From an optimization exercise on the open Yosys and OpenROAD flow, aimed at small area; shortcuts taken in it are not production practice.
Where RTL was checked, it was by simulation tests only, not by an equivalence proof against the original.
The RTL of runs 1 to 3 was laid out without a check of its function.
Power figures rest on the tool's default switching activity, not on a simulated workload.

[flow/run.sh]
#!/bin/bash
# synth_recipe.tcl (not shown) runs the flow's synth.tcl, then flattens the netlist and writes it again
# the make line also repeats each setting of config.mk as NAME=value (left out here)
make -C /OpenROAD-flow-scripts/flow DESIGN_CONFIG=/design/flow/config.mk WORK_HOME=/design/flow/orfs CLKGATE_MAP_FILE= SYNTH_SCRIPT=/design/flow/synth_recipe.tcl finish
[flow/config.mk]
export PLATFORM = sky130hd
export DESIGN_NAME = Calculator2_0
export DESIGN_NICKNAME = Calculator2_0
export VERILOG_FILES = /design/flow/design.v
export SDC_FILE = /design/flow/constraint.sdc
export NUM_CORES = 4
export LEC_CHECK = 0
export CAP_MARGIN = 20
export CORE_MARGIN = 2
export CORE_UTILIZATION = 40
export SLEW_MARGIN = 20
[flow/constraint.sdc]
create_clock -name core_clock -period 110.0 [get_ports {clk}]
set_input_delay 22.0000 -clock core_clock [delete_from_list [all_inputs] [get_ports {clk}]]
set_output_delay 22.0000 -clock core_clock [all_outputs]
set_load 0.01 [all_outputs]
[flow/design.v]
module Calculator2_0(clk, rst, col, btn, btnres, fil, Sseg, anodos);
	input clk;
	input rst;
	input [3:0] col;
	input btn;
	input btnres;
	output [3:0] fil;
	output reg [6:0] Sseg;
	output [7:0] anodos;
	reg [5:0] c50;       
	reg [2:0] m5;        
	reg [2:0] p;         
	reg [1:0] r;         
	reg       fs;        
	wire tick = (c50 == 6'd49);
	wire rtick = (c50 == 6'd24) && (m5 == 3'd0) && !p[0];
	always @(posedge clk) begin
		if (rst) begin
			c50 <= 6'd25;
			m5 <= 3'd7;
			p <= 3'd1;
			r <= 2'd3;
			fs <= 1'b0;
		end else begin
			c50 <= tick ? 6'd0 : c50 + 6'd1;
			if (tick) begin
				m5 <= (m5 == 3'd4) ? 3'd0 : (m5 == 3'd7) ? 3'd1 : m5 + 3'd1;
				p <= p + 3'd1;
			end
			if (rtick) begin
				r <= r + 2'd1;
				fs <= 1'b1;
			end
		end
	end
	assign fil = fs ? (4'b1000 >> r) : 4'b0000;
	wire [2:0] cb = p - 3'd1;
	assign anodos = (m5 == 3'd7) ? 8'hFF : ~(8'd1 << cb);
	reg [3:0] tecla_q;
	reg [3:0] tecla;
	always @(*) begin
		tecla = tecla_q;
		if (col == 4'b1000 || col == 4'b0100 || col == 4'b0010 || col == 4'b0001) begin
			if (!fs) tecla = 4'd15;
			else case ({r, col})
				6'b00_1000: tecla = 4'd15;
				6'b00_0100: tecla = 4'd0;
				6'b00_0010: tecla = 4'd14;
				6'b00_0001: tecla = 4'd13;
				6'b01_1000: tecla = 4'd1;
				6'b01_0100: tecla = 4'd2;
				6'b01_0010: tecla = 4'd3;
				6'b01_0001: tecla = 4'd10;
				6'b10_1000: tecla = 4'd4;
				6'b10_0100: tecla = 4'd5;
				6'b10_0010: tecla = 4'd6;
				6'b10_0001: tecla = 4'd11;
				6'b11_1000: tecla = 4'd7;
				6'b11_0100: tecla = 4'd8;
				6'b11_0010: tecla = 4'd9;
				default:    tecla = 4'd12;
			endcase
		end
	end
	always @(posedge clk) begin
		if (rst) tecla_q <= 4'd15;
		else tecla_q <= tecla;
	end
	reg [3:0] D0, D1, D2, D3, D4, D5, D6, D7;
	reg F0, F2, F3, F4;       
	reg estado, btnON, btnresON;
	reg [2:0] q;              
	reg [4:0] oc;             
	wire tog = tick && !btnres && !btnresON;
	wire est_n = estado ^ tog;
	wire adv = !btn && !btnON;
	wire [2:0] q_n = q - {2'b0, adv};
	wire ewr = tick && !est_n;    
	reg [3:0] a2, a1, a0, b2, b1, b0;
	reg [1:0] oper;
	reg sig1;
	wire run = estado && !tick;
	wire [1:0] g = c50[5:4];
	wire [3:0] k = c50[3:0];
	wire s_clr = run && (c50 == 6'd0);
	wire s_sh = run && (k == 4'd0) && (g == 2'd1 || g == 2'd2);
	wire s_slot = run && (k != 4'd0) && (k <= 4'd9) && (g != 2'd3);
	wire s_fin = run && (c50 == 6'd48);
	wire mul = (oper == 2'd2);
	wire dv = (oper == 2'd3);
	wire sub = !oper[1] && (oper[0] ^ sig1);
	wire add = !oper[1] && !(oper[0] ^ sig1);
	wire s_rot = run && dv && (g == 2'd2) && (k >= 4'd10) && (k <= 4'd13);
	wire s33 = run && (c50 == 6'd33);
	wire s34 = run && (c50 == 6'd34);
	reg [3:0] Y;
	always @(*) begin
		case (g)
			2'd0: Y = a2;
			2'd1: Y = a1;
			default: Y = a0;
		endcase
	end
	wire [3:0] ins = mul ? 4'd0 : Y;
	wire fail = !D6[2];           
	wire rev = sub && (s33 ? sig1 : !sig1);
	wire subt = dv || sub;        
	wire cmpb = subt && !rev;     
	wire en = (mul && s_slot && (k <= Y)) || (dv && s_slot) || (add && s33) ||
	          (sub && (s33 || (s34 && fail)));
	function [4:0] bcdadd;
		input [3:0] x;
		input [3:0] y;
		input c;
		reg [4:0] k;
		reg [3:0] t;
		reg co;
		integer j;
		begin
			k[0] = c;
			for (j = 0; j < 4; j = j + 1) begin
				t[j] = x[j] ^ y[j] ^ k[j];
				k[j+1] = (x[j] & y[j]) | (x[j] & k[j]) | (y[j] & k[j]);
			end
			co = k[4] | (t[3] & (t[2] | t[1]));
			bcdadd = {co, t[3] ^ (co & (t[2] | t[1])), t[2] ^ (co & ~t[1]), t[1] ^ co, t[0]};
		end
	endfunction
	function [4:0] bcdinc;
		input [3:0] x;
		input c;
		begin
			if (!c) bcdinc = {1'b0, x};
			else if (x == 4'd9) bcdinc = 5'b10000;
			else bcdinc = {1'b0, x + 4'd1};
		end
	endfunction
	function [3:0] c9;
		input [3:0] x;
		begin
			c9 = {~(x[3] | x[2] | x[1]), x[2] ^ x[1], x[1], ~x[0]};
		end
	endfunction
	wire [3:0] U0 = rev ? c9(D0) : D0;
	wire [3:0] U1 = rev ? c9(D1) : D1;
	wire [3:0] U2 = rev ? c9(D2) : D2;
	wire [3:0] V0 = cmpb ? c9(b0) : b0;
	wire [3:0] V1 = cmpb ? c9(b1) : b1;
	wire [3:0] V2 = cmpb ? c9(b2) : b2;
	wire [4:0] S0 = bcdadd(U0, V0, subt);
	wire [4:0] S1 = bcdadd(U1, V1, S0[4]);
	wire [4:0] S2 = bcdadd(U2, V2, S1[4]);
	wire c3 = S2[4];
	wire [3:0] D3m = (D3 == 4'd0) ? 4'd9 : D3 - 4'd1;
	wire [4:0] S3 = subt ? {c3 | (D3 != 4'd0), c3 ? D3 : D3m} : bcdinc(D3, c3);
	wire c4 = S3[4] && !sub;
	wire [4:0] S4 = bcdinc(D4, c4);
	wire [4:0] S5 = bcdinc(D5, S4[4]);
	wire wr = en && (!subt || S3[4]);
	wire err = dv && ((D4 != 4'd0) || (D5 != 4'd0) || (D6 != 4'd0) || ({b2, b1, b0} == 12'd0));
	wire neg_fin = sig1 && !err;
	wire ld = !rst && (s_clr || s_sh || s_rot);      
	wire sh = !rst && (s_sh || s_rot);
	wire w = !rst && wr;
	wire fin = !rst && s_fin;
	wire s6 = !rst && sub && s33;
	wire [7:0] e = {8{ewr && !rst}} & (8'd1 << q_n);
	wire [3:0] din0 = s_rot ? D7 : ins;
	wire [7:0] hold;
	assign hold[0] = !(rst || e[0] || ld || w || (fin && err));
	assign hold[1] = !(rst || e[1] || ld || w || (fin && err));
	assign hold[2] = !(rst || e[2] || ld || w || (fin && err));
	assign hold[3] = !(rst || e[3] || ld || w || (fin && err));
	assign hold[4] = !(rst || e[4] || ld || w || (fin && err));
	assign hold[5] = !(rst || e[5] || ld || w || (fin && err));
	assign hold[6] = !(rst || e[6] || ld || s6 || (fin && !sub));
	assign hold[7] = !(rst || e[7] || ld || fin);
	wire ferr = fin && err;
	wire [3:0] D0n = ({4{hold[0]}} & D0) | ({4{e[0]}} & tecla) | ({4{ld && !rst}} & din0) | ({4{w}} & S0[3:0]) | {4{rst || ferr}};
	wire [3:0] D1n = ({4{hold[1]}} & D1) | ({4{e[1]}} & tecla) | ({4{sh}} & D0) | ({4{w}} & S1[3:0]) | {4{rst}};
	wire [3:0] D2n = ({4{hold[2]}} & D2) | ({4{e[2]}} & tecla) | ({4{sh}} & D1) | ({4{w}} & S2[3:0]) | {4{rst || ferr}};
	wire [3:0] D3n = ({4{hold[3]}} & D3) | ({4{e[3]}} & tecla) | ({4{sh}} & D2) | ({4{w}} & S3[3:0]) | {4{rst || ferr}};
	wire [3:0] D4n = ({4{hold[4]}} & D4) | ({4{e[4]}} & tecla) | ({4{sh}} & D3) | ({4{w}} & S4[3:0]) | {{3{rst || ferr}}, rst};
	wire [3:0] D5n = ({4{hold[5]}} & D5) | ({4{e[5]}} & tecla) | ({4{sh}} & D4) | ({4{w}} & S5[3:0]) | {4{rst || ferr}};
	wire [3:0] D6n = ({4{hold[6]}} & D6) | ({4{e[6]}} & tecla) | ({4{sh}} & D5) |
	                 {3'b000, rst || s6 || (fin && !sub)} | {rst || s6 || (fin && !sub), (rst || (s6 && S3[4]) || (fin && !sub && !neg_fin)), 2'b00} |
	                 {2'b00, rst || s6 || (fin && !sub), 1'b0};
	wire [3:0] D7n = ({4{hold[7]}} & D7) | ({4{e[7]}} & tecla) | ({4{sh}} & D6) | {4{rst || fin}};
	always @(posedge clk) begin
		D0 <= D0n; D1 <= D1n; D2 <= D2n; D3 <= D3n;
		D4 <= D4n; D5 <= D5n; D6 <= D6n; D7 <= D7n;
		if (rst) begin
			F0 <= 1'b0; F2 <= 1'b0; F3 <= 1'b0; F4 <= 1'b0;
			estado <= 1'b0; btnON <= 1'b0; btnresON <= 1'b0;
			q <= 3'd7;
			oc <= 5'd15;
		end else begin
			if (tick) begin
				btnresON <= !btnres;
				estado <= est_n;
				case (p)
					3'd0: oc <= {F0, D0};
					3'd1: oc <= {1'b0, D1};
					3'd2: oc <= {F2, D2};
					3'd3: oc <= {F3, D3};
					3'd4: oc <= {F4, D4};
					3'd5: oc <= {1'b0, D5};
					3'd6: oc <= {1'b0, D6};
					default: oc <= {1'b0, D7};
				endcase
			end
			if (ewr) begin
				btnON <= !btn;
				q <= q_n;
			end
			if (e[0]) F0 <= 1'b0;
			if (e[2]) F2 <= 1'b0;
			if (e[3]) F3 <= 1'b0;
			if (e[4]) F4 <= 1'b0;
			if (s_fin) begin
				F0 <= err; F2 <= err; F3 <= err; F4 <= err;
			end
		end
	end
	always @(posedge clk) begin
		if (rst) begin
			a2 <= 4'd0; a1 <= 4'd0; a0 <= 4'd0;
			b2 <= 4'd0; b1 <= 4'd0; b0 <= 4'd0;
			oper <= 2'd0; sig1 <= 1'b0;
		end else if (!estado) begin
			if (D6 <= 4'd9) a2 <= D6;
			if (D5 <= 4'd9) a1 <= D5;
			if (D4 <= 4'd9) a0 <= D4;
			if (D2 <= 4'd9) b2 <= D2;
			if (D1 <= 4'd9) b1 <= D1;
			if (D0 <= 4'd9) b0 <= D0;
			if (D3 >= 4'd10 && D3 <= 4'd13) oper <= D3[1:0] + 2'd2;
			sig1 <= (D7 != 4'd15);
		end
	end
	wire [223:0] SEGTAB = 224'b01100010110000111111111111111111111111111111111111111111111111111111111111111111111111111111111111111111111111111111111111011010110111001000111111011011000000100000000000011110100000010010010011000000110001001010011110000001;
	always @(*) Sseg = SEGTAB[oc*7 +: 7];
endmodule
==> impl_metrics.prom, run 1 <==
# TYPE chip_impl_metric gauge
chip_impl_metric{name="synth-async-reset-ratio",unit="%"} 0
chip_impl_metric{name="finalHoldViolations",unit=""} 0
chip_impl_metric{name="critical_path.max_fanout",unit=""} 9
chip_impl_metric{name="largest_register_ffs",unit=""} 6
chip_impl_metric{name="max-vdd-ir-drop",unit="mV"} 0.00658
chip_impl_metric{name="setup_violations",unit=""} 0
chip_impl_info{name="min_from",value="a1[1]"} 1
chip_impl_metric{name="clock-skew-final",unit="ps"} 10.1
chip_impl_info{name="worst_setup_path_end_kind",value="flip-flop"} 1
chip_impl_metric{name="fin_crit",unit="ps"} 24570
chip_impl_metric{name="post_synth_instance_area",unit="sq um"} 6820
chip_impl_metric{name="cts.sinks",unit=""} 93
chip_impl_metric{name="die-height",unit="microns"} 135
chip_impl_metric{name="detail_route.drc_violations",unit=""} 0
chip_impl_metric{name="totalNegativeSetupSlack",unit="ps"} 0
chip_impl_metric{name="postLayoutCellArea",unit="sq um"} 7470
chip_impl_metric{name="timing.reg2reg.setup_slack",unit="ps"} 100380
chip_impl_metric{name="worst_hold_slack",unit="ps"} 473
chip_impl_metric{name="grt_start_max_net_pins",unit=""} 57
chip_impl_info{name="rsz0062_at_grt",value="false"} 1
chip_impl_metric{name="synth.ff_latch_count",unit=""} 93
chip_impl_metric{name="final_layout_size_suffix_gt1_share",unit="%"} 6.52
chip_impl_metric{name="dp_hpwl",unit="microns"} 13400
chip_impl_metric{name="timing_max_transition_violations_final",unit=""} 0
chip_impl_metric{name="detailedRoute.firstPassIterationCount",unit=""} 8
chip_impl_metric{name="clock_latency",unit="ps"} 360
chip_impl_metric{name="leakage",unit="nW"} 2.97
chip_impl_info{name="synth_ff_type",value="dfxtp_1"} 1
chip_impl_metric{name="min_period_over_period",unit="%"} 22.3
chip_impl_metric{name="synth.lib_cells_used.distinct",unit=""} 74
chip_impl_metric{name="worst-endpoint-arrival",unit="ps"} 24820
chip_impl_info{name="layout_top_registers",value="c50 (6), oc (5)"} 1
chip_impl_metric{name="worst-r2r-cell-count",unit=""} 35
chip_impl_metric{name="max-slew-margin-rel",unit="%"} 29.7
chip_impl_metric{name="yosys_warns",unit=""} 1
chip_impl_metric{name="cts_inserted_buffers",unit=""} 9
chip_impl_metric{name="nNetsFinal",unit=""} 900
chip_impl_metric{name="diodes",unit=""} 0
chip_impl_metric{name="num_io_pins",unit=""} 27
chip_impl_info{name="cts_tree",value="built"} 1
chip_impl_metric{name="postCtsSetupRepairBufs",unit=""} 0
chip_impl_metric{name="crit_required",unit="ps"} 110250
chip_impl_metric{name="detail-route-antenna-nets",unit=""} 0
chip_impl_info{name="timing.critical_path.from_type",value="input pin"} 1
chip_impl_info{name="largest_register",value="c50"} 1
chip_impl_metric{name="postSynthCellCount",unit=""} 855
chip_impl_metric{name="grt_first_pass_wirelength",unit="microns"} 30300
chip_impl_metric{name="achievable-frequency",unit="MHz"} 40.7
chip_impl_metric{name="least_margin_pin_slew",unit="ps"} 1050
chip_impl_info{name="r2r-start",value="c50[4]"} 1
chip_impl_info{name="path_class",value="input pin to flip-flop"} 1
chip_impl_metric{name="post-layout-total-power",unit="W"} 0.0000938
chip_impl_metric{name="synth_fp_nets",unit=""} 916
chip_impl_metric{name="detail_route.iter0.violations",unit=""} 663
chip_impl_info{name="timing.hold.worst_endpoint",value="a1[1]"} 1
chip_impl_metric{name="dieArea",unit="sq um"} 18100
chip_impl_metric{name="ctsHtreeMaxLevel",unit=""} 3
chip_impl_metric{name="synth-edff-count",unit=""} 0
chip_impl_metric{name="cts_repair_resized_insts",unit=""} 0
chip_impl_metric{name="synth_area_per_cell",unit="sq um"} 7.98
chip_impl_metric{name="die_x",unit="microns"} 135
chip_impl_metric{name="flow.area_growth_from_synthesis",unit="%"} 9.52
chip_impl_metric{name="clkSlewWorstSetupHoldPaths",unit="ps"} 70
chip_impl_info{name="worst_hold_path_type",value="flip-flop to flip-flop"} 1
chip_impl_metric{name="max_cap_violations",unit=""} 0
chip_impl_metric{name="num_vias",unit=""} 6317
chip_impl_metric{name="antenna_found_initial",unit=""} 0
chip_impl_metric{name="detail_route.wl_per_cell",unit="microns"} 18.1
chip_impl_metric{name="seq_area_frac_synth",unit="%"} 27.3
chip_impl_metric{name="globalRoute.totalOverflow",unit=""} 0
chip_impl_metric{name="worst_hold_path.num_cells",unit=""} 2
chip_impl_info{name="status",value="no timing/DRC/antenna violations"} 1
chip_impl_metric{name="cts_buffer_depth",unit=""} 2
chip_impl_metric{name="detailed_place.area",unit="sq um"} 7160
chip_impl_metric{name="coreArea",unit="sq um"} 16600
chip_impl_metric{name="finalWeightedCongestion",unit=""} 0.887
chip_impl_metric{name="grt_pass1_vias",unit=""} 5608
chip_impl_metric{name="fp-row-count",unit=""} 47
chip_impl_metric{name="global_route.usage.total",unit="%"} 21.2
chip_impl_metric{name="utilization",unit="%"} 44.9
chip_impl_metric{name="wl",unit="microns"} 19300
chip_impl_metric{name="starting_utilization_of_the_core_area",unit="%"} 41.0
chip_impl_metric{name="drt-vias-per-instance",unit=""} 5.94
chip_impl_info{name="clock-root-buffer",value="clkbuf_16"} 1
chip_impl_info{name="endpoint_of_the_worst_register_to_register_path",value="D3[0]"} 1
chip_impl_metric{name="cellPowerDensity",unit="nW/um^2"} 12.6
chip_impl_metric{name="port-buffer-count",unit=""} 26
chip_impl_metric{name="cts.hold.buffers_added",unit=""} 0
## worst max-delay path, cell delays in order
cell and delay [ps]:
clkdlybuf4s50_1 430, inv_1 140, ha_1 330, nor2b_1 120
o31ai_4 300, o311ai_1 190, o22ai_1 810, o221ai_1 200
a311o_1 300
## layout make-up
cell class	count	area [sq um]
clock inverters	7	81.3
inverters	42	158
clock buffers	9	225
repair buffers	33	308
fillers	1638	9170
flip-flops and latches	93	1860
multi-input cells	660	4560
well taps	220	275
## how the worst max path moves through the flow
stage	cells past startpoint	slack [ps]	endpoint	from
2_1_floorplan	8	85900	D5[2]	col[0]
5_1_grt	6	85260	Sseg[3]	oc[1]
3_5_place_dp	9	85060	D5[3]	col[0]
6_report	9	85430	D5[3]	col[0]
3_3_place_gp	7	85120	D5[3]	col[2]
4_1_cts	6	85450	Sseg[3]	oc[1]
## cell usage after synthesis, types with 8 or more instances
library cell | n | area, sq um
dfxtp_1 | 93 | 1860
nor2_1 | 82 | 308
nand2_1 | 77 | 289
a21oi_1 | 61 | 305
clkbuf_1 | 46 | 173
ha_1 | 42 | 526
inv_1 | 42 | 158
o21ai_0 | 40 | 200
nand3_1 | 28 | 140
nor3_1 | 24 | 120
o211ai_1 | 23 | 173
mux2i_1 | 19 | 190
xnor2_1 | 19 | 166
nor2b_1 | 16 | 100
a21o_1 | 14 | 105
xor2_1 | 14 | 123
a31oi_1 | 12 | 75.1
fa_1 | 11 | 220
a211o_1 | 10 | 87.6
a222oi_1 | 9 | 90.1
buf_2 | 9 | 45.0
mux2_2 | 9 | 101
and2_1 | 8 | 50.1
nor3b_1 | 8 | 60.1
## per-stage QoR
stage | worst slack (ps) | instances
after floorplan | 85900 | 855
after global placement | 85120 | 1048
after detailed placement | 85060 | 1048
after CTS | 85450 | 1064
after global routing | 85260 | 1064
final | 85430 | 1064
## kinds of logic (layout without fill, tap and decap cells)
kind of cell | after synthesis | after routing | synth area share [%]
AND/OR/NAND/NOR | 294 | 294 | 21.3
AO/OA/AOI/OAI | 251 | 251 | 25.7
buffers and inverters | 102 | 91 | 6.05
flip-flops | 93 | 93 | 27.3
adder cells (fa/ha/maj) | 53 | 53 | 10.9
XOR/XNOR | 34 | 34 | 4.48
multiplexers | 28 | 28 | 4.27
## layout by cell type, fill, tap and decap left out, types with 5 or more instances in the layout
| master | netlist | routed |
|---|---|---|
| nand2b_1 | 7 | 7 |
| fa_1 | 11 | 11 |
| nand2_1 | 77 | 77 |
| clkbuf_16 | 0 | 9 |
| inv_1 | 42 | 42 |
| ha_1 | 42 | 42 |
| xnor2_1 | 19 | 19 |
| a31o_2 | 7 | 7 |
| a22oi_1 | 5 | 5 |
| a211oi_1 | 6 | 6 |
| o21ai_0 | 40 | 40 |
| xor2_1 | 14 | 14 |
| a31oi_1 | 12 | 12 |
| mux2_2 | 9 | 9 |
| a211o_1 | 10 | 10 |
| nor3b_1 | 8 | 8 |
| nand4_1 | 6 | 6 |
| a21o_1 | 14 | 14 |
| a221oi_1 | 7 | 7 |
| and3_1 | 6 | 6 |
| nand3_1 | 28 | 28 |
| nor2b_1 | 16 | 16 |
| a221o_1 | 7 | 7 |
| a222oi_1 | 9 | 9 |
| mux2i_1 | 19 | 19 |
| o21ai_1 | 5 | 5 |
| a21oi_1 | 61 | 61 |
| buf_4 | 1 | 7 |
| nor2_1 | 82 | 82 |
| nor3_1 | 24 | 24 |
| a22o_1 | 5 | 5 |
| or2_2 | 5 | 5 |
| and2_1 | 8 | 8 |
| clkdlybuf4s50_1 | 0 | 25 |
| o211ai_1 | 23 | 23 |
| dfxtp_1 | 93 | 93 |
## per-layer routing
layer	vias up	routed length [microns]	track usage, %
met5	-	0	0
met4	0	490	8.01
met3	34	1110	2.74
met2	201	8530	32.3
met1	3007	9150	30.6
li1	3075	-	-
## where the power goes
part	total, W	internal [W]	switching, W
combinational	0.0000226	0.0000102	0.0000124
sequential	0.0000382	0.0000351	0.00000308
clock	0.0000331	0.0000180	0.0000151
==> run 2: changes to the inputs <==
--- a/flow/design.v
+++ b/flow/design.v
@@ -5,7 +5,7 @@
 	input btn;
 	input btnres;
 	output [3:0] fil;
-	output reg [6:0] Sseg;
+	output [6:0] Sseg;
 	output [7:0] anodos;
 	reg [5:0] c50;       
 	reg [2:0] m5;        
@@ -238,6 +238,11 @@
 			sig1 <= (D7 != 4'd15);
 		end
 	end
-	wire [223:0] SEGTAB = 224'b01100010110000111111111111111111111111111111111111111111111111111111111111111111111111111111111111111111111111111111111111011010110111001000111111011011000000100000000000011110100000010010010011000000110001001010011110000001;
-	always @(*) Sseg = SEGTAB[oc*7 +: 7];
+	assign Sseg[6] = !(oc == 5'd0 || oc == 5'd2 || oc == 5'd3 || oc == 5'd5 || oc == 5'd6 || oc == 5'd7 || oc == 5'd8 || oc == 5'd9 || oc == 5'd30 || oc == 5'd31);
+	assign Sseg[5] = !(oc == 5'd0 || oc == 5'd1 || oc == 5'd2 || oc == 5'd3 || oc == 5'd4 || oc == 5'd7 || oc == 5'd8 || oc == 5'd9 || oc == 5'd12 || oc == 5'd13);
+	assign Sseg[4] = !(oc == 5'd0 || oc == 5'd1 || oc == 5'd3 || oc == 5'd4 || oc == 5'd5 || oc == 5'd6 || oc == 5'd7 || oc == 5'd8 || oc == 5'd9 || oc == 5'd10 || oc == 5'd12);
+	assign Sseg[3] = !(oc == 5'd0 || oc == 5'd2 || oc == 5'd3 || oc == 5'd5 || oc == 5'd6 || oc == 5'd8 || oc == 5'd9 || oc == 5'd14 || oc == 5'd30 || oc == 5'd31);
+	assign Sseg[2] = !(oc == 5'd0 || oc == 5'd2 || oc == 5'd6 || oc == 5'd8 || oc == 5'd12 || oc == 5'd13 || oc == 5'd30 || oc == 5'd31);
+	assign Sseg[1] = !(oc == 5'd0 || oc == 5'd4 || oc == 5'd5 || oc == 5'd6 || oc == 5'd8 || oc == 5'd9 || oc == 5'd10 || oc == 5'd12 || oc == 5'd30 || oc == 5'd31);
+	assign Sseg[0] = !(oc == 5'd2 || oc == 5'd3 || oc == 5'd4 || oc == 5'd5 || oc == 5'd6 || oc == 5'd8 || oc == 5'd9 || oc == 5'd10 || oc == 5'd11 || oc == 5'd12 || oc == 5'd14 || oc == 5'd30);
 endmodule
--- a/flow/config.mk
+++ b/flow/config.mk
@@ -8,4 +8,5 @@
 export CAP_MARGIN = 20
 export CORE_MARGIN = 2
 export CORE_UTILIZATION = 40
+export CTS_BUF_LIST = sky130_fd_sc_hd__clkbuf_8
 export SLEW_MARGIN = 20
==> run 2 against run 1 <==
Net effect: sequential share of layout area grew 0.32 points; via count up 0.27%; register-to-register slack gained 840 ps; clock skew is 7.4 ps higher; clock-buffer cell count up 2; power increased by 4.8%; worst setup slack got worse by 110 ps; synthesized cell count rose by 0.58%; flip-flop and latch count stayed put.
==> impl_metrics.prom, run 2 <==
# TYPE chip_impl_metric gauge
chip_impl_metric{name="cts.sinks",unit=""} 93
chip_impl_metric{name="largest_register_ffs",unit=""} 6
chip_impl_metric{name="detailed_place.area",unit="sq um"} 7170
chip_impl_metric{name="fillers",unit=""} 1717
chip_impl_metric{name="global_route.usage.total",unit="%"} 21.8
chip_impl_info{name="synth_ff_type",value="dfxtp_1"} 1
chip_impl_metric{name="finalWeightedCongestion",unit=""} 0.879
chip_impl_metric{name="timing_max_transition_violations_final",unit=""} 0
chip_impl_metric{name="diodes",unit=""} 0
chip_impl_metric{name="worst_hold_path.num_cells",unit=""} 2
chip_impl_metric{name="synth_area_per_cell",unit="sq um"} 7.94
chip_impl_info{name="worst_hold_path_type",value="flip-flop to flip-flop"} 1
chip_impl_metric{name="timing.reg2reg.setup_slack",unit="ps"} 101220
chip_impl_metric{name="max_cap_violations",unit=""} 0
chip_impl_metric{name="cts_repair_resized_insts",unit=""} 0
chip_impl_info{name="status",value="no timing/DRC/antenna violations"} 1
chip_impl_metric{name="flow.area_growth_from_synthesis",unit="%"} 8.01
chip_impl_info{name="worst_setup_path_end_kind",value="flip-flop"} 1
chip_impl_metric{name="setup_violations",unit=""} 0
chip_impl_metric{name="cellPowerDensity",unit="nW/um^2"} 13.3
chip_impl_info{name="largest_register",value="c50"} 1
chip_impl_metric{name="wl_met2",unit="microns"} 8410
chip_impl_metric{name="min_period_over_period",unit="%"} 22.4
chip_impl_metric{name="footprint_of_the_multi_input_gates",unit="sq um"} 4570
chip_impl_metric{name="nNetsFinal",unit=""} 903
chip_impl_info{name="layout_top_registers",value="c50 (6), oc (5)"} 1
chip_impl_metric{name="post_synth_instance_area",unit="sq um"} 6830
chip_impl_metric{name="synth.ff_latch_count",unit=""} 93
chip_impl_metric{name="synth_fp_nets",unit=""} 916
chip_impl_metric{name="port-buffer-count",unit=""} 26
chip_impl_metric{name="drt-vias-per-instance",unit=""} 5.91
chip_impl_metric{name="synth-edff-count",unit=""} 0
chip_impl_metric{name="dp_hpwl",unit="microns"} 13900
chip_impl_metric{name="ctsHtreeMaxLevel",unit=""} 3
chip_impl_metric{name="max-slew-margin-rel",unit="%"} 37.9
chip_impl_info{name="cts_tree",value="built"} 1
chip_impl_info{name="synth.area.top_cells",value="dfxtp_1 27%, ha_1 6.8%, nand2_1 4.8%"} 1
chip_impl_metric{name="postSynthCellCount",unit=""} 860
chip_impl_metric{name="critical_path.max_fanout",unit=""} 9
chip_impl_metric{name="detail_route.drc_violations",unit=""} 0
chip_impl_metric{name="worst-r2r-cell-count",unit=""} 35
chip_impl_metric{name="max-vdd-ir-drop",unit="mV"} 0.00591
chip_impl_info{name="timing.hold.worst_endpoint",value="a2[1]"} 1
chip_impl_info{name="clock-root-buffer",value="clkbuf_8"} 1
chip_impl_metric{name="detail_route.iter0.violations",unit=""} 486
chip_impl_metric{name="post-layout-total-power",unit="W"} 0.0000983
chip_impl_metric{name="postCtsSetupRepairBufs",unit=""} 0
chip_impl_metric{name="synth-async-reset-ratio",unit="%"} 0
chip_impl_metric{name="clock_latency",unit="ps"} 390
chip_impl_info{name="path_class",value="input pin to flip-flop"} 1
chip_impl_metric{name="detailroute.wirelength.met3",unit="microns"} 1090
chip_impl_metric{name="fin_crit",unit="ps"} 24680
chip_impl_metric{name="grt_first_pass_wirelength",unit="microns"} 31200
chip_impl_info{name="mostFrequentLayoutCell",value="dfxtp_1"} 1
chip_impl_metric{name="globalRoute.totalOverflow",unit=""} 0
chip_impl_metric{name="final-seq-area",unit="sq um"} 1860
chip_impl_metric{name="detail-route-antenna-nets",unit=""} 0
chip_impl_metric{name="clock-skew-final",unit="ps"} 17.4
chip_impl_metric{name="crit_required",unit="ps"} 110290
chip_impl_metric{name="wl",unit="microns"} 19300
chip_impl_metric{name="cts_inserted_buffers",unit=""} 9
chip_impl_metric{name="wl_met1",unit="microns"} 9400
chip_impl_info{name="post-synth-top-area-cell",value="dfxtp_1"} 1
chip_impl_metric{name="cts_buffer_depth",unit=""} 2
chip_impl_metric{name="starting_utilization_of_the_core_area",unit="%"} 41.0
chip_impl_info{name="ys_top_cells_by_count",value="93 x dfxtp_1, 87 x nand2_1, 79 x nor2_1, 60 x a21oi_1, 45 x inv_1"} 1
chip_impl_metric{name="worst-endpoint-arrival",unit="ps"} 24980
chip_impl_metric{name="yosys_warns",unit=""} 1
chip_impl_metric{name="seq_area_frac_synth",unit="%"} 27.3
chip_impl_metric{name="achievable-frequency",unit="MHz"} 40.5
chip_impl_info{name="r2r-start",value="c50[1]"} 1
chip_impl_metric{name="antenna_found_initial",unit=""} 0
chip_impl_metric{name="leakage",unit="nW"} 2.92
chip_impl_metric{name="clkSlewWorstSetupHoldPaths",unit="ps"} 100
chip_impl_metric{name="num_vias",unit=""} 6334
chip_impl_metric{name="detailedRoute.firstPassIterationCount",unit=""} 7
chip_impl_metric{name="synth_top_area_share",unit="%"} 27.3
chip_impl_info{name="endpoint_of_the_worst_register_to_register_path",value="D5[1]"} 1
chip_impl_info{name="post-synth-top-count-cell",value="dfxtp_1"} 1
chip_impl_metric{name="postLayoutCellArea",unit="sq um"} 7370
chip_impl_metric{name="detail_route.wl_per_cell",unit="microns"} 18.0
chip_impl_metric{name="grt_pass1_vias",unit=""} 5707
chip_impl_metric{name="die-height",unit="microns"} 135
chip_impl_metric{name="num_io_pins",unit=""} 27
chip_impl_metric{name="cts.hold.buffers_added",unit=""} 0
chip_impl_metric{name="totalNegativeSetupSlack",unit="ps"} 0
chip_impl_metric{name="die_x",unit="microns"} 135
chip_impl_metric{name="final_layout_size_suffix_gt1_share",unit="%"} 7.28
chip_impl_metric{name="dieArea",unit="sq um"} 18100
chip_impl_metric{name="least_margin_pin_slew",unit="ps"} 931
chip_impl_metric{name="finalHoldViolations",unit=""} 0
chip_impl_info{name="most-common-layout-cells",value="93 x dfxtp_1, 87 x nand2_1, 79 x nor2_1"} 1
chip_impl_info{name="route.top_layer_used",value="met4"} 1
chip_impl_info{name="min_from",value="a2[1]"} 1
chip_impl_metric{name="grt_start_max_net_pins",unit=""} 64
chip_impl_info{name="rsz0062_at_grt",value="false"} 1
chip_impl_info{name="timing.critical_path.from_type",value="input pin"} 1
chip_impl_metric{name="synth.lib_cells_used.distinct",unit=""} 78
chip_impl_metric{name="fp-row-count",unit=""} 47
chip_impl_metric{name="coreArea",unit="sq um"} 16600
==> run 2: worst max-delay path, cell delays in order <==
cell	delay, ps
clkdlybuf4s50_1	460
inv_1	120
ha_1	300
nand2_1	110
o21a_1	120
o21ai_1	410
nand3_1	190
o22ai_1	760
o21ai_0	160
a311o_1	350
==> run 2: cell type report <==
| cell class | instances | share of cell area (%) |
|---|---|---|
| Clock inverter | 5 | 0.696 |
| Sequential cell | 93 | 25.2 |
| Tap cell | 220 | 3.73 |
| Clock buffer | 11 | 2.05 |
| Inverter | 46 | 2.34 |
| Timing Repair Buffer | 31 | 3.97 |
| Multi-Input combinational cell | 666 | 62.0 |
==> run 2: worst max path at each step <==
stage                      start  endpoint  cells after the start
final                     col[1]     D5[3]                     10
after global routing      col[1]     D5[3]                     10
after CTS                 col[0]     D5[3]                     10
after detailed placement  col[0]     D5[3]                     10
after global placement    col[1]     D5[3]                     10
after floorplan           col[0]     D5[3]                     10
==> run 2: kinds of logic after synthesis <==
kind of cell	after synthesis	synth area share [%]
AO/OA/AOI/OAI	253	26.0
XOR/XNOR	28	3.59
adder cells (fa/ha/maj)	48	10.0
buffers and inverters	101	5.97
flip-flops	93	27.3
multiplexers	31	4.73
AND/OR/NAND/NOR	306	22.4
==> run 2: where the power goes <==
part | total [W] | internal (W) | switching [W]
combinational | 0.0000324 | 0.0000145 | 0.0000179
clock | 0.0000248 | 0.0000116 | 0.0000131
sequential | 0.0000412 | 0.0000360 | 0.00000518
==> run 2: layer usage <==
layer | track usage, % | vias to the layer above
met2 | 32.7 | 199
li1 | - | 3108
met5 | 0 | -
met1 | 31.7 | 2993
met4 | 7.78 | 0
met3 | 3.49 | 34
==> run 2: through the flow <==
step / worst slack, ps / util [%] / hold WS, ps / instances
CTS: 85340 / 44.3 / 476 / 1072
global placement: 84980 / 43.1 / 459 / 1056
detailed placement: 84910 / 43.1 / 462 / 1056
floorplan: 86040 / - / 441 / 860
global route: 85010 / 44.3 / 498 / 1072
finish: 85320 / 44.3 / 476 / 1072
==> run 3: changes to the inputs <==
==> flow/flow/run.sh (new file) <==
#!/bin/bash
# Standard ORFS layout (the standard.sh) with three changes:
#  - no adder extraction in synthesis (ADDER_MAP_FILE empty): abc maps the adders as plain gates;
#  - abc's area script;
#  - the port buffers are sky130_fd_sc_hd__buf_1.
# Registers, their names and cell types are those of the standard synthesis.
set -euo pipefail
export ADDER_MAP_FILE=
export ABC_AREA=1
export BUFFER_PORTS_ARGS="-buffer_cell sky130_fd_sc_hd__buf_1"
bash standard.sh ADDER_MAP_FILE= ABC_AREA=1 "BUFFER_PORTS_ARGS=-buffer_cell sky130_fd_sc_hd__buf_1" finish > standard_flow.log 2>&1
==> flow/standard.sh (new file) <==
#!/bin/bash
# synth_recipe.tcl (not shown) runs the flow's synth.tcl, then flattens the netlist and writes it again
# the make line also repeats each setting of config.mk as NAME=value (left out here)
make -C /OpenROAD-flow-scripts/flow DESIGN_CONFIG=/design/flow/config.mk WORK_HOME=/design/flow/orfs CLKGATE_MAP_FILE= SYNTH_SCRIPT=/design/flow/synth_recipe.tcl "${@:-finish}"
--- a/flow/config.mk
+++ b/flow/config.mk
@@ -5,8 +5,8 @@
 export SDC_FILE = /design/flow/constraint.sdc
 export NUM_CORES = 4
 export LEC_CHECK = 0
+export ABC_AREA = 1
 export CAP_MARGIN = 20
 export CORE_MARGIN = 2
 export CORE_UTILIZATION = 40
-export CTS_BUF_LIST = sky130_fd_sc_hd__clkbuf_8
 export SLEW_MARGIN = 20
removed: flow/run.sh
==> run 3 against run 2 <==
Net effect: design area is 3.1% lower; via count is 12% higher; hold slack worse by 22 ps; non-clock buffer count is 3 lower.
==> impl_metrics.prom, run 3 <==
# TYPE chip_impl_metric gauge
chip_impl_metric{name="yosys_warns",unit=""} 1
chip_impl_metric{name="synth_fp_nets",unit=""} 1060
chip_impl_metric{name="cts.hold.buffers_added",unit=""} 0
chip_impl_metric{name="crit_required",unit="ps"} 110300
chip_impl_info{name="status",value="no timing/DRC/antenna violations"} 1
chip_impl_info{name="r2r-start",value="estado"} 1
chip_impl_metric{name="diodes",unit=""} 0
chip_impl_info{name="clock-root-buffer",value="clkbuf_16"} 1
chip_impl_metric{name="grt_first_pass_wirelength",unit="microns"} 33700
chip_impl_info{name="worst_hold_path_type",value="flip-flop to flip-flop"} 1
chip_impl_info{name="largest_register",value="c50"} 1
chip_impl_metric{name="post_synth_instance_area",unit="sq um"} 6590
chip_impl_metric{name="worst-endpoint-arrival",unit="ps"} 25120
chip_impl_metric{name="final_standard_cell_count_with_taps_included_and_fillers_excluded",unit=""} 1289
chip_impl_metric{name="synth.ff_latch_count",unit=""} 93
chip_impl_metric{name="placed_cells",unit=""} 1273
chip_impl_metric{name="timing.critical_path.buf_inv",unit=""} 4
chip_impl_metric{name="leakage",unit="nW"} 3.31
chip_impl_metric{name="seq_area_frac_synth",unit="%"} 28.3
chip_impl_metric{name="port-buffer-count",unit=""} 26
chip_impl_info{name="worst_setup_path_end_kind",value="flip-flop"} 1
chip_impl_metric{name="cellPowerDensity",unit="nW/um^2"} 14.5
chip_impl_metric{name="grt_pass1_vias",unit=""} 6436
chip_impl_info{name="crit_chain",value="buf_1 -> buf_4 -> clkinv_1 -> buf_4 -> nand3b_1 -> nand2_1 -> nor2_1 -> nand2_4 -> nor2_4 -> nand2_1 -> nand3_1"} 1
chip_impl_metric{name="largest_register_ffs",unit=""} 6
chip_impl_metric{name="globalRoute.totalOverflow",unit=""} 0
chip_impl_metric{name="detailedRoute.firstPassIterationCount",unit=""} 5
chip_impl_metric{name="cts_repair_resized_insts",unit=""} 0
chip_impl_info{name="most-common-layout-cells",value="215 x nand2_1, 176 x inv_1, 121 x nor2_1"} 1
chip_impl_metric{name="cts_inserted_buffers",unit=""} 9
chip_impl_metric{name="cts.sinks",unit=""} 93
chip_impl_metric{name="die-height",unit="microns"} 132
chip_impl_metric{name="synth-async-reset-ratio",unit="%"} 0
chip_impl_info{name="timing.critical_path.from",value="rst"} 1
chip_impl_metric{name="synth-edff-count",unit=""} 0
chip_impl_metric{name="dieArea",unit="sq um"} 17500
chip_impl_info{name="path_class",value="input pin to flip-flop"} 1
chip_impl_metric{name="max-slew-margin-rel",unit="%"} 34.7
chip_impl_metric{name="max_stage_delay",unit="ps"} 850
chip_impl_metric{name="flow.area_growth_from_synthesis",unit="%"} 8.41
chip_impl_metric{name="postCtsSetupRepairBufs",unit=""} 0
chip_impl_info{name="post-synth-top-count-cell",value="nand2_1"} 1
chip_impl_metric{name="coreArea",unit="sq um"} 16000
chip_impl_metric{name="cts_buffer_depth",unit=""} 2
chip_impl_info{name="synth.area.top_cells",value="dfxtp_1 28%, nand2_1 12%, inv_1 10%"} 1
chip_impl_info{name="timing.critical_path.from_type",value="input pin"} 1
chip_impl_metric{name="critical_path.max_fanout",unit=""} 30
chip_impl_metric{name="least_margin_pin_slew",unit="ps"} 977
chip_impl_metric{name="finalHoldViolations",unit=""} 0
chip_impl_metric{name="utilization",unit="%"} 44.6
chip_impl_metric{name="fin_crit",unit="ps"} 24830
chip_impl_info{name="ys_top_cells_by_count",value="215 x nand2_1, 176 x inv_1, 121 x nor2_1, 93 x dfxtp_1, 84 x nand3_1"} 1
chip_impl_metric{name="ctsHtreeMaxLevel",unit=""} 3
chip_impl_metric{name="clkSlewWorstSetupHoldPaths",unit="ps"} 70
chip_impl_info{name="mostFrequentLayoutCell",value="nand2_1"} 1
chip_impl_metric{name="detailed_place.area",unit="sq um"} 6850
chip_impl_metric{name="wl",unit="microns"} 20600
chip_impl_metric{name="finalWeightedCongestion",unit=""} 0.919
chip_impl_metric{name="synth_top_area_share",unit="%"} 28.3
chip_impl_info{name="crit_path_top_delay_cell",value="nor2_1"} 1
chip_impl_metric{name="synth.lib_cells_used.distinct",unit=""} 51
chip_impl_metric{name="dp_hpwl",unit="microns"} 15700
chip_impl_metric{name="detail_route.drc_violations",unit=""} 0
chip_impl_metric{name="detail-route-antenna-nets",unit=""} 0
chip_impl_metric{name="clock-skew-final",unit="ps"} 7.10
chip_impl_metric{name="drt-vias-per-instance",unit=""} 5.49
chip_impl_metric{name="detail_route.iter0.violations",unit=""} 747
chip_impl_metric{name="final_layout_size_suffix_gt1_share",unit="%"} 7.08
chip_impl_metric{name="max-vdd-ir-drop",unit="mV"} 0.00710
chip_impl_metric{name="setup_violations",unit=""} 0
chip_impl_metric{name="detail_route.wl_per_cell",unit="microns"} 16.0
chip_impl_info{name="critical-path-top-delay-family",value="simple AND/OR/NAND/NOR gates"} 1
chip_impl_metric{name="achievable-frequency",unit="MHz"} 40.3
chip_impl_metric{name="num_io_pins",unit=""} 27
chip_impl_metric{name="postLayoutCellArea",unit="sq um"} 7140
chip_impl_metric{name="min_period_over_period",unit="%"} 22.6
chip_impl_info{name="cts_tree",value="built"} 1
chip_impl_metric{name="totalNegativeSetupSlack",unit="ps"} 0
chip_impl_metric{name="num_vias",unit=""} 7082
chip_impl_metric{name="timing_max_transition_violations_final",unit=""} 0
chip_impl_metric{name="synth_area_per_cell",unit="sq um"} 6.26
chip_impl_metric{name="postSynthCellCount",unit=""} 1052
chip_impl_info{name="min_from",value="c50[0]"} 1
chip_impl_metric{name="nNetsFinal",unit=""} 1076
chip_impl_metric{name="grt_start_max_net_pins",unit=""} 31
chip_impl_metric{name="clock_latency",unit="ps"} 360
chip_impl_metric{name="antenna_found_initial",unit=""} 0
chip_impl_metric{name="die_x",unit="microns"} 132
chip_impl_info{name="layout_top_registers",value="c50 (6), oc (5)"} 1
chip_impl_metric{name="max_cap_violations",unit=""} 0
chip_impl_info{name="synth_ff_type",value="dfxtp_1"} 1
chip_impl_info{name="post-synth-top-area-cell",value="dfxtp_1"} 1
chip_impl_metric{name="fp-row-count",unit=""} 46
chip_impl_info{name="rsz0062_at_grt",value="false"} 1
chip_impl_metric{name="global_route.usage.total",unit="%"} 23.8
chip_impl_metric{name="starting_utilization_of_the_core_area",unit="%"} 41.2
run 3: cells by family (layout without fill, tap and decap cells):
family / after synthesis / after routing / synth area share (%)
simple gates: 517 / 517 / 36.5
compound gates: 222 / 222 / 21.2
buf+inv: 209 / 230 / 12.5
flops: 93 / 93 / 28.3
xor+xnor: 11 / 11 / 1.58
run 3: worst reg2reg max path, delay by kind of cell (launching register included):
kind / cells / cell delay (ps)
compound gates: 2 / 350
buf+inv: 3 / 610
flops: 1 / 730
simple gates: 29 / 3110
run 3: layout make-up:
class                   count  area, sq um
flip-flops and latches     93         1860
fillers                  1732         8860
repair buffers             28          113
multi-input cells         750         3910
inverters                 186          701
clock buffers              11          233
clock inverters             5         60.1
well taps                 216          270
run 3: power by group:
| part | leakage, nW | internal [W] | switching, W |
|---|---|---|---|
| Sequential | 0.769 | 0.0000358 | 0.00000249 |
| Clock | 0.140 | 0.0000177 | 0.0000143 |
| Combinational | 2.40 | 0.0000107 | 0.0000223 |
| Total | 3.31 | 0.0000643 | 0.0000391 |
run 3: final timing paths:
check,to,slack (ps),depth (start not counted)
setup / recovery,D1[1],85170,11
hold reg to reg,c50[0],450,1
setup reg to reg,D0[1],105100,34
hold / removal,c50[0],450,1
run 3: through the flow:
stage / power (W) / hold WS [ps] / setup WS (ps)
CTS: 0.000104 / 455 / 85180
finish: 0.000103 / 454 / 85170
global route: 0.000110 / 481 / 84900
floorplan: 0.0000651 / 405 / 86110
detailed placement: 0.0000719 / 440 / 84790
global placement: 0.0000718 / 435 / 84890
run 3: per-layer routing:
layer  share of wire [%]  global-route usage [%]  wire length [microns]
met1                  45                    32.2                   9350
met2                  46                    38.0                   9370
met3                 6.7                    4.69                   1370
met4                 2.4                    7.89                    492
met5                   0                       0                      0
==> run 4: changes to the inputs <==
--- a/flow/design.v
+++ b/flow/design.v
@@ -9,32 +9,31 @@
 	output [7:0] anodos;
 	reg [5:0] c50;       
 	reg [2:0] m5;        
-	reg [2:0] p;         
+	reg [2:0] cb;        
 	reg [1:0] r;         
 	reg       fs;        
 	wire tick = (c50 == 6'd49);
-	wire rtick = (c50 == 6'd24) && (m5 == 3'd0) && !p[0];
+	wire rtick = (c50 == 6'd24) && (m5 == 3'd0) && cb[0];
 	always @(posedge clk) begin
 		if (rst) begin
 			c50 <= 6'd25;
 			m5 <= 3'd7;
-			p <= 3'd1;
-			r <= 2'd3;
+			cb <= 3'd0;
+			r <= 2'b10;
 			fs <= 1'b0;
 		end else begin
 			c50 <= tick ? 6'd0 : c50 + 6'd1;
 			if (tick) begin
 				m5 <= (m5 == 3'd4) ? 3'd0 : (m5 == 3'd7) ? 3'd1 : m5 + 3'd1;
-				p <= p + 3'd1;
+				cb <= cb + 3'd1;
 			end
 			if (rtick) begin
-				r <= r + 2'd1;
+				r <= {r[0], !r[1]};
 				fs <= 1'b1;
 			end
 		end
 	end
-	assign fil = fs ? (4'b1000 >> r) : 4'b0000;
-	wire [2:0] cb = p - 3'd1;
+	assign fil = {fs && r == 2'b00, fs && r == 2'b01, fs && r == 2'b11, fs && r == 2'b10};
 	assign anodos = (m5 == 3'd7) ? 8'hFF : ~(8'd1 << cb);
 	reg [3:0] tecla_q;
 	reg [3:0] tecla;
@@ -51,13 +50,13 @@
 				6'b01_0100: tecla = 4'd2;
 				6'b01_0010: tecla = 4'd3;
 				6'b01_0001: tecla = 4'd10;
-				6'b10_1000: tecla = 4'd4;
-				6'b10_0100: tecla = 4'd5;
-				6'b10_0010: tecla = 4'd6;
-				6'b10_0001: tecla = 4'd11;
-				6'b11_1000: tecla = 4'd7;
-				6'b11_0100: tecla = 4'd8;
-				6'b11_0010: tecla = 4'd9;
+				6'b11_1000: tecla = 4'd4;
+				6'b11_0100: tecla = 4'd5;
+				6'b11_0010: tecla = 4'd6;
+				6'b11_0001: tecla = 4'd11;
+				6'b10_1000: tecla = 4'd7;
+				6'b10_0100: tecla = 4'd8;
+				6'b10_0010: tecla = 4'd9;
 				default:    tecla = 4'd12;
 			endcase
 		end
@@ -90,7 +89,7 @@
 	wire dv = (oper == 2'd3);
 	wire sub = !oper[1] && (oper[0] ^ sig1);
 	wire add = !oper[1] && !(oper[0] ^ sig1);
-	wire s_rot = run && dv && (g == 2'd2) && (k >= 4'd10) && (k <= 4'd13);
+	wire s_rot = run && dv && (g == 2'd2) && (k >= 4'd10) && (k <= 4'd12);
 	wire s33 = run && (c50 == 6'd33);
 	wire s34 = run && (c50 == 6'd34);
 	reg [3:0] Y;
@@ -157,7 +156,7 @@
 	wire [4:0] S4 = bcdinc(D4, c4);
 	wire [4:0] S5 = bcdinc(D5, S4[4]);
 	wire wr = en && (!subt || S3[4]);
-	wire err = dv && ((D4 != 4'd0) || (D5 != 4'd0) || (D6 != 4'd0) || ({b2, b1, b0} == 12'd0));
+	wire err = dv && ((D3 != 4'd0) || (D4 != 4'd0) || (D5 != 4'd0) || ({b2, b1, b0} == 12'd0));
 	wire neg_fin = sig1 && !err;
 	wire ld = !rst && (s_clr || s_sh || s_rot);      
 	wire sh = !rst && (s_sh || s_rot);
@@ -165,7 +164,7 @@
 	wire fin = !rst && s_fin;
 	wire s6 = !rst && sub && s33;
 	wire [7:0] e = {8{ewr && !rst}} & (8'd1 << q_n);
-	wire [3:0] din0 = s_rot ? D7 : ins;
+	wire [3:0] din0 = s_rot ? D6 : ins;
 	wire [7:0] hold;
 	assign hold[0] = !(rst || e[0] || ld || w || (fin && err));
 	assign hold[1] = !(rst || e[1] || ld || w || (fin && err));
@@ -174,7 +173,7 @@
 	assign hold[4] = !(rst || e[4] || ld || w || (fin && err));
 	assign hold[5] = !(rst || e[5] || ld || w || (fin && err));
 	assign hold[6] = !(rst || e[6] || ld || s6 || (fin && !sub));
-	assign hold[7] = !(rst || e[7] || ld || fin);
+	assign hold[7] = !(rst || e[7] || fin);
 	wire ferr = fin && err;
 	wire [3:0] D0n = ({4{hold[0]}} & D0) | ({4{e[0]}} & tecla) | ({4{ld && !rst}} & din0) | ({4{w}} & S0[3:0]) | {4{rst || ferr}};
 	wire [3:0] D1n = ({4{hold[1]}} & D1) | ({4{e[1]}} & tecla) | ({4{sh}} & D0) | ({4{w}} & S1[3:0]) | {4{rst}};
@@ -185,7 +184,7 @@
 	wire [3:0] D6n = ({4{hold[6]}} & D6) | ({4{e[6]}} & tecla) | ({4{sh}} & D5) |
 	                 {3'b000, rst || s6 || (fin && !sub)} | {rst || s6 || (fin && !sub), (rst || (s6 && S3[4]) || (fin && !sub && !neg_fin)), 2'b00} |
 	                 {2'b00, rst || s6 || (fin && !sub), 1'b0};
-	wire [3:0] D7n = ({4{hold[7]}} & D7) | ({4{e[7]}} & tecla) | ({4{sh}} & D6) | {4{rst || fin}};
+	wire [3:0] D7n = ({4{hold[7]}} & D7) | ({4{e[7]}} & tecla) | {4{rst || fin}};
 	always @(posedge clk) begin
 		D0 <= D0n; D1 <= D1n; D2 <= D2n; D3 <= D3n;
 		D4 <= D4n; D5 <= D5n; D6 <= D6n; D7 <= D7n;
@@ -198,14 +197,14 @@
 			if (tick) begin
 				btnresON <= !btnres;
 				estado <= est_n;
-				case (p)
-					3'd0: oc <= {F0, D0};
-					3'd1: oc <= {1'b0, D1};
-					3'd2: oc <= {F2, D2};
-					3'd3: oc <= {F3, D3};
-					3'd4: oc <= {F4, D4};
-					3'd5: oc <= {1'b0, D5};
-					3'd6: oc <= {1'b0, D6};
+				case (cb)
+					3'd7: oc <= {F0, D0};
+					3'd0: oc <= {1'b0, D1};
+					3'd1: oc <= {F2, D2};
+					3'd2: oc <= {F3, D3};
+					3'd3: oc <= {F4, D4};
+					3'd4: oc <= {1'b0, D5};
+					3'd5: oc <= {1'b0, D6};
 					default: oc <= {1'b0, D7};
 				endcase
 			end
==> flow/flow/run.sh (replaced) <==
#!/bin/bash
# Standard ORFS layout (the standard.sh) with these changes:
#  - no adder extraction in synthesis (ADDER_MAP_FILE empty): abc maps the adders as plain gates;
#  - abc's area script;
#  - the port buffers are sky130_fd_sc_hd__buf_1;
#  - clock tree from sky130_fd_sc_hd__clkbuf_8 only, without dummy loads.
# Registers, their names and cell types are those of the standard synthesis.
set -euo pipefail
CTS="-sink_clustering_enable -repair_clock_nets -dont_use_dummy_load -buf_list sky130_fd_sc_hd__clkbuf_8"
export ADDER_MAP_FILE=
export ABC_AREA=1
export BUFFER_PORTS_ARGS="-buffer_cell sky130_fd_sc_hd__buf_1"
export CTS_ARGS="$CTS"
bash standard.sh ADDER_MAP_FILE= ABC_AREA=1 "BUFFER_PORTS_ARGS=$BUFFER_PORTS_ARGS" "CTS_ARGS=$CTS" finish > standard_flow.log 2>&1
==> run 4 against run 3 <==
Net effect: power decreased by 10%; first-iteration DRC count is 28% lower; hold slack gained 6.4 ps; design area shrank 3.0%; flip-flop and latch count unchanged; combinational power grew 6.7%; via count shrank 2.7%; clock-buffer cell count is 2 lower; sequential share of layout area rose by 0.80 points; critical path depth unchanged; core utilization decreased by 1.2 points; critical path type unchanged.
==> impl_metrics.prom, run 4 <==
# TYPE chip_impl_metric gauge
chip_impl_metric{name="finalHoldViolations",unit=""} 0
chip_impl_metric{name="finalWeightedCongestion",unit=""} 1.01
chip_impl_metric{name="critical_path.max_fanout",unit=""} 30
chip_impl_metric{name="postCtsSetupRepairBufs",unit=""} 0
chip_impl_metric{name="detail_route.wl_per_cell",unit="microns"} 15.6
chip_impl_metric{name="global_route.usage.total",unit="%"} 23.0
chip_impl_metric{name="clock_latency",unit="ps"} 390
chip_impl_metric{name="wl",unit="microns"} 19700
chip_impl_metric{name="final-seq-area",unit="sq um"} 1860
chip_impl_metric{name="globalRoute.totalOverflow",unit=""} 0
chip_impl_metric{name="starting_utilization_of_the_core_area",unit="%"} 41.1
chip_impl_metric{name="num_vias",unit=""} 6888
chip_impl_metric{name="synth.lib_cells_used.distinct",unit=""} 50
chip_impl_metric{name="max_cap_violations",unit=""} 0
chip_impl_metric{name="detail_route.iter0.violations",unit=""} 535
chip_impl_metric{name="cts_inserted_buffers",unit=""} 9
chip_impl_metric{name="fillers",unit=""} 1728
chip_impl_metric{name="pre_cts_slack",unit="ps"} 85350
chip_impl_info{name="ys_top_cells_by_count",value="198 x nand2_1, 155 x inv_1, 136 x nor2_1, 93 x dfxtp_1, 85 x nand3_1"} 1
chip_impl_metric{name="totalNegativeSetupSlack",unit="ps"} 0
chip_impl_metric{name="grt_start_max_net_pins",unit=""} 31
chip_impl_info{name="most-common-layout-cells",value="198 x nand2_1, 155 x inv_1, 135 x nor2_1"} 1
chip_impl_metric{name="final_standard_cell_count_with_taps_included_and_fillers_excluded",unit=""} 1265
chip_impl_metric{name="postLayoutCellArea",unit="sq um"} 6930
chip_impl_metric{name="fp-row-count",unit=""} 46
chip_impl_metric{name="postSynthCellCount",unit=""} 1038
chip_impl_info{name="synth.area.top_cells",value="dfxtp_1 28%, nand2_1 11%, inv_1 8.9%"} 1
chip_impl_metric{name="setup_violations",unit=""} 0
chip_impl_metric{name="grt_pass1_vias",unit=""} 6166
chip_impl_metric{name="max-vdd-ir-drop",unit="mV"} 0.00577
chip_impl_metric{name="synth-async-reset-ratio",unit="%"} 0
chip_impl_metric{name="port-buffer-count",unit=""} 26
chip_impl_metric{name="final_layout_size_suffix_gt1_share",unit="%"} 7.24
chip_impl_metric{name="antenna_found_initial",unit=""} 0
chip_impl_metric{name="worst_hold_slack",unit="ps"} 460
chip_impl_metric{name="cts_buffer_depth",unit=""} 2
chip_impl_metric{name="clkSlewWorstSetupHoldPaths",unit="ps"} 80
chip_impl_metric{name="synth.ff_latch_count",unit=""} 93
chip_impl_metric{name="leakage",unit="nW"} 3.17
chip_impl_info{name="post-synth-top-area-cell",value="dfxtp_1"} 1
chip_impl_info{name="cts_tree",value="built"} 1
chip_impl_metric{name="detail-route-antenna-nets",unit=""} 0
chip_impl_metric{name="synth_area_per_cell",unit="sq um"} 6.31
chip_impl_metric{name="detailedRoute.firstPassIterationCount",unit=""} 5
chip_impl_info{name="worst_hold_path_type",value="flip-flop to flip-flop"} 1
chip_impl_metric{name="placed_cells",unit=""} 1256
chip_impl_metric{name="ctsHtreeMaxLevel",unit=""} 3
chip_impl_metric{name="clock-skew-final",unit="ps"} 18.6
chip_impl_metric{name="flow.area_growth_from_synthesis",unit="%"} 5.75
chip_impl_metric{name="drt-vias-per-instance",unit=""} 5.45
chip_impl_info{name="status",value="no timing/DRC/antenna violations"} 1
chip_impl_info{name="path_class",value="input pin to flip-flop"} 1
chip_impl_info{name="clock-root-buffer",value="clkbuf_8"} 1
chip_impl_metric{name="worst-endpoint-arrival",unit="ps"} 24540
chip_impl_metric{name="num_io_pins",unit=""} 27
chip_impl_metric{name="synth_fp_nets",unit=""} 1046
chip_impl_metric{name="seq_area_frac_synth",unit="%"} 28.4
chip_impl_metric{name="coreArea",unit="sq um"} 15900
chip_impl_metric{name="dieArea",unit="sq um"} 17400
chip_impl_metric{name="cts_repair_resized_insts",unit=""} 0
chip_impl_info{name="post-synth-top-count-cell",value="nand2_1"} 1
chip_impl_metric{name="largest_register_ffs",unit=""} 6
chip_impl_info{name="rsz0062_at_grt",value="false"} 1
chip_impl_metric{name="fin_crit",unit="ps"} 24270
chip_impl_metric{name="crit_required",unit="ps"} 110270
chip_impl_info{name="mostFrequentLayoutCell",value="nand2_1"} 1
chip_impl_metric{name="least_margin_pin_slew",unit="ps"} 909
chip_impl_metric{name="max-slew-margin-rel",unit="%"} 37.8
chip_impl_metric{name="synth_top_area_share",unit="%"} 28.4
chip_impl_metric{name="dp_hpwl",unit="microns"} 15100
chip_impl_metric{name="die_x",unit="microns"} 132
chip_impl_metric{name="nNetsFinal",unit=""} 1059
chip_impl_metric{name="postLayoutSetupSlackWorst",unit="ps"} 85730
chip_impl_metric{name="cellPowerDensity",unit="nW/um^2"} 13.4
chip_impl_metric{name="footprint_of_the_multi_input_gates",unit="sq um"} 3920
chip_impl_metric{name="die-height",unit="microns"} 132
chip_impl_metric{name="timing_max_transition_violations_final",unit=""} 0
chip_impl_metric{name="grt_first_pass_wirelength",unit="microns"} 32300
chip_impl_metric{name="diodes",unit=""} 0
chip_impl_metric{name="cts.hold.buffers_added",unit=""} 0
chip_impl_metric{name="yosys_warns",unit=""} 1
chip_impl_metric{name="achievable-frequency",unit="MHz"} 41.2
chip_impl_info{name="layout_top_registers",value="c50 (6), oc (5)"} 1
chip_impl_info{name="largest_register",value="c50"} 1
chip_impl_metric{name="min_period_over_period",unit="%"} 22.1
chip_impl_metric{name="synth-edff-count",unit=""} 0
chip_impl_metric{name="detailed_place.area",unit="sq um"} 6800
chip_impl_metric{name="detail_route.drc_violations",unit=""} 0
chip_impl_metric{name="post_synth_instance_area",unit="sq um"} 6550
chip_impl_info{name="timing.critical_path.from_type",value="input pin"} 1
chip_impl_info{name="synth_ff_type",value="dfxtp_1"} 1
chip_impl_metric{name="cts.sinks",unit=""} 93
chip_impl_info{name="worst_setup_path_end_kind",value="flip-flop"} 1
[run 4: cell types whose count changed after synthesis, sizes merged, moves of 4 or more]
cell	before	now
a211oi	6	12
a31oi	1	11
inv	185	165
nand2	240	223
nor2	127	141
o2111ai	9	5
o21ai	83	71
o221ai	11	4
[run 4: worst max-delay path, stage by stage]
cell	delay (ps)
buf_1	70
buf_4	360
clkinv_1	480
buf_4	400
nand2_1	430
nor2_1	190
buf_4	240
nand2_4	140
nor2_4	50
nand2_1	90
nand3_1	60
[run 4: worst paths after layout]
kind / start / to / slack (ps) / cells past startpoint
setup / recovery: rst / D0[2] / 85730 / 11
hold reg to reg: a2[0] / a2[0] / 460 / 2
hold / removal: a2[0] / a2[0] / 460 / 2
setup reg to reg: estado / D0[3] / 105330 / 36
[run 4: kinds of logic after synthesis]
| group | count (synthesis) | synth area share (%) |
|---|---|---|
| AND/OR/NAND/NOR | 522 | 37.1 |
| AO/OA/AOI/OAI | 214 | 20.6 |
| buffers and inverters | 194 | 11.7 |
| flip-flops | 93 | 28.4 |
| XOR/XNOR | 15 | 2.12 |
[run 4: area by class of cell]
cell class / count / share of cell area [%]
multi-input cells: 751 / 56.6
clock buffers: 9 / 1.79
repair buffers: 29 / 1.73
well taps: 216 / 3.90
inverters: 167 / 9.08
flip-flops and latches: 93 / 26.9
[run 4: where the power goes]
part	internal (W)	switching [W]	leakage [nW]
clock network	0.00000736	0.0000117	0.0647
registers	0.0000357	0.00000254	0.769
logic	0.0000115	0.0000237	2.34
total	0.0000545	0.0000380	3.17
[run 4: per-layer routing]
metal | global-route usage, % | wire length (microns) | vias up
li1 | - | - | 3506
met1 | 32.8 | 9320 | 3103
met2 | 34.4 | 8510 | 238
met3 | 2.81 | 1160 | 41
met4 | 10.7 | 716 | 0
met5 | 0 | 0 | -
[run 4: per-stage QoR]
step	power, W	util (%)
2_1_floorplan	0.0000674	-
3_3_place_gp	0.0000735	42.7
3_5_place_dp	0.0000739	42.7
4_1_cts	0.0000927	43.4
5_1_grt	0.0000991	43.5
6_report	0.0000925	43.5

re-timing with driven ports:
In the flow no input, the clock included, has a driving cell. The finished layouts below were timed again as built, in two steps.
Step 1 (the two cells are an assumption about what drives the block):
set clk [get_ports {clk}]
set_driving_cell -lib_cell sky130_fd_sc_hd__clkbuf_16 $clk
set_driving_cell -lib_cell sky130_fd_sc_hd__buf_2 [delete_from_list [all_inputs] $clk]
Step 2 times the ports against the registers' clock, not the clock port: input delays grow and output delays shrink by t, the midpoint of the rising clock arrivals with the driver on.
a / b / c = ideal / step 1 / step 2; a / b = the first two.
| run | shift t [ns] | setup slack, ns | worst register clock-pin slew, ns |
|---|---|---|---|
| run 1 | 0.394 | 85.427 / 85.424 / 85.052 | 0.07 / 0.07 |
| run 2 | 0.424 | 85.317 / 85.333 / 84.909 | 0.10 / 0.10 |
| run 3 | 0.396 | 85.172 / 85.195 / 84.799 | 0.07 / 0.07 |
| run 4 | 0.416 | 85.732 / 85.747 / 85.330 | 0.09 / 0.09 |
After both steps every run listed still meets setup and hold. For run 2, which loses most, drivers alone change the setup slack by +0.016 ns; drivers and shift together by -0.408 ns.
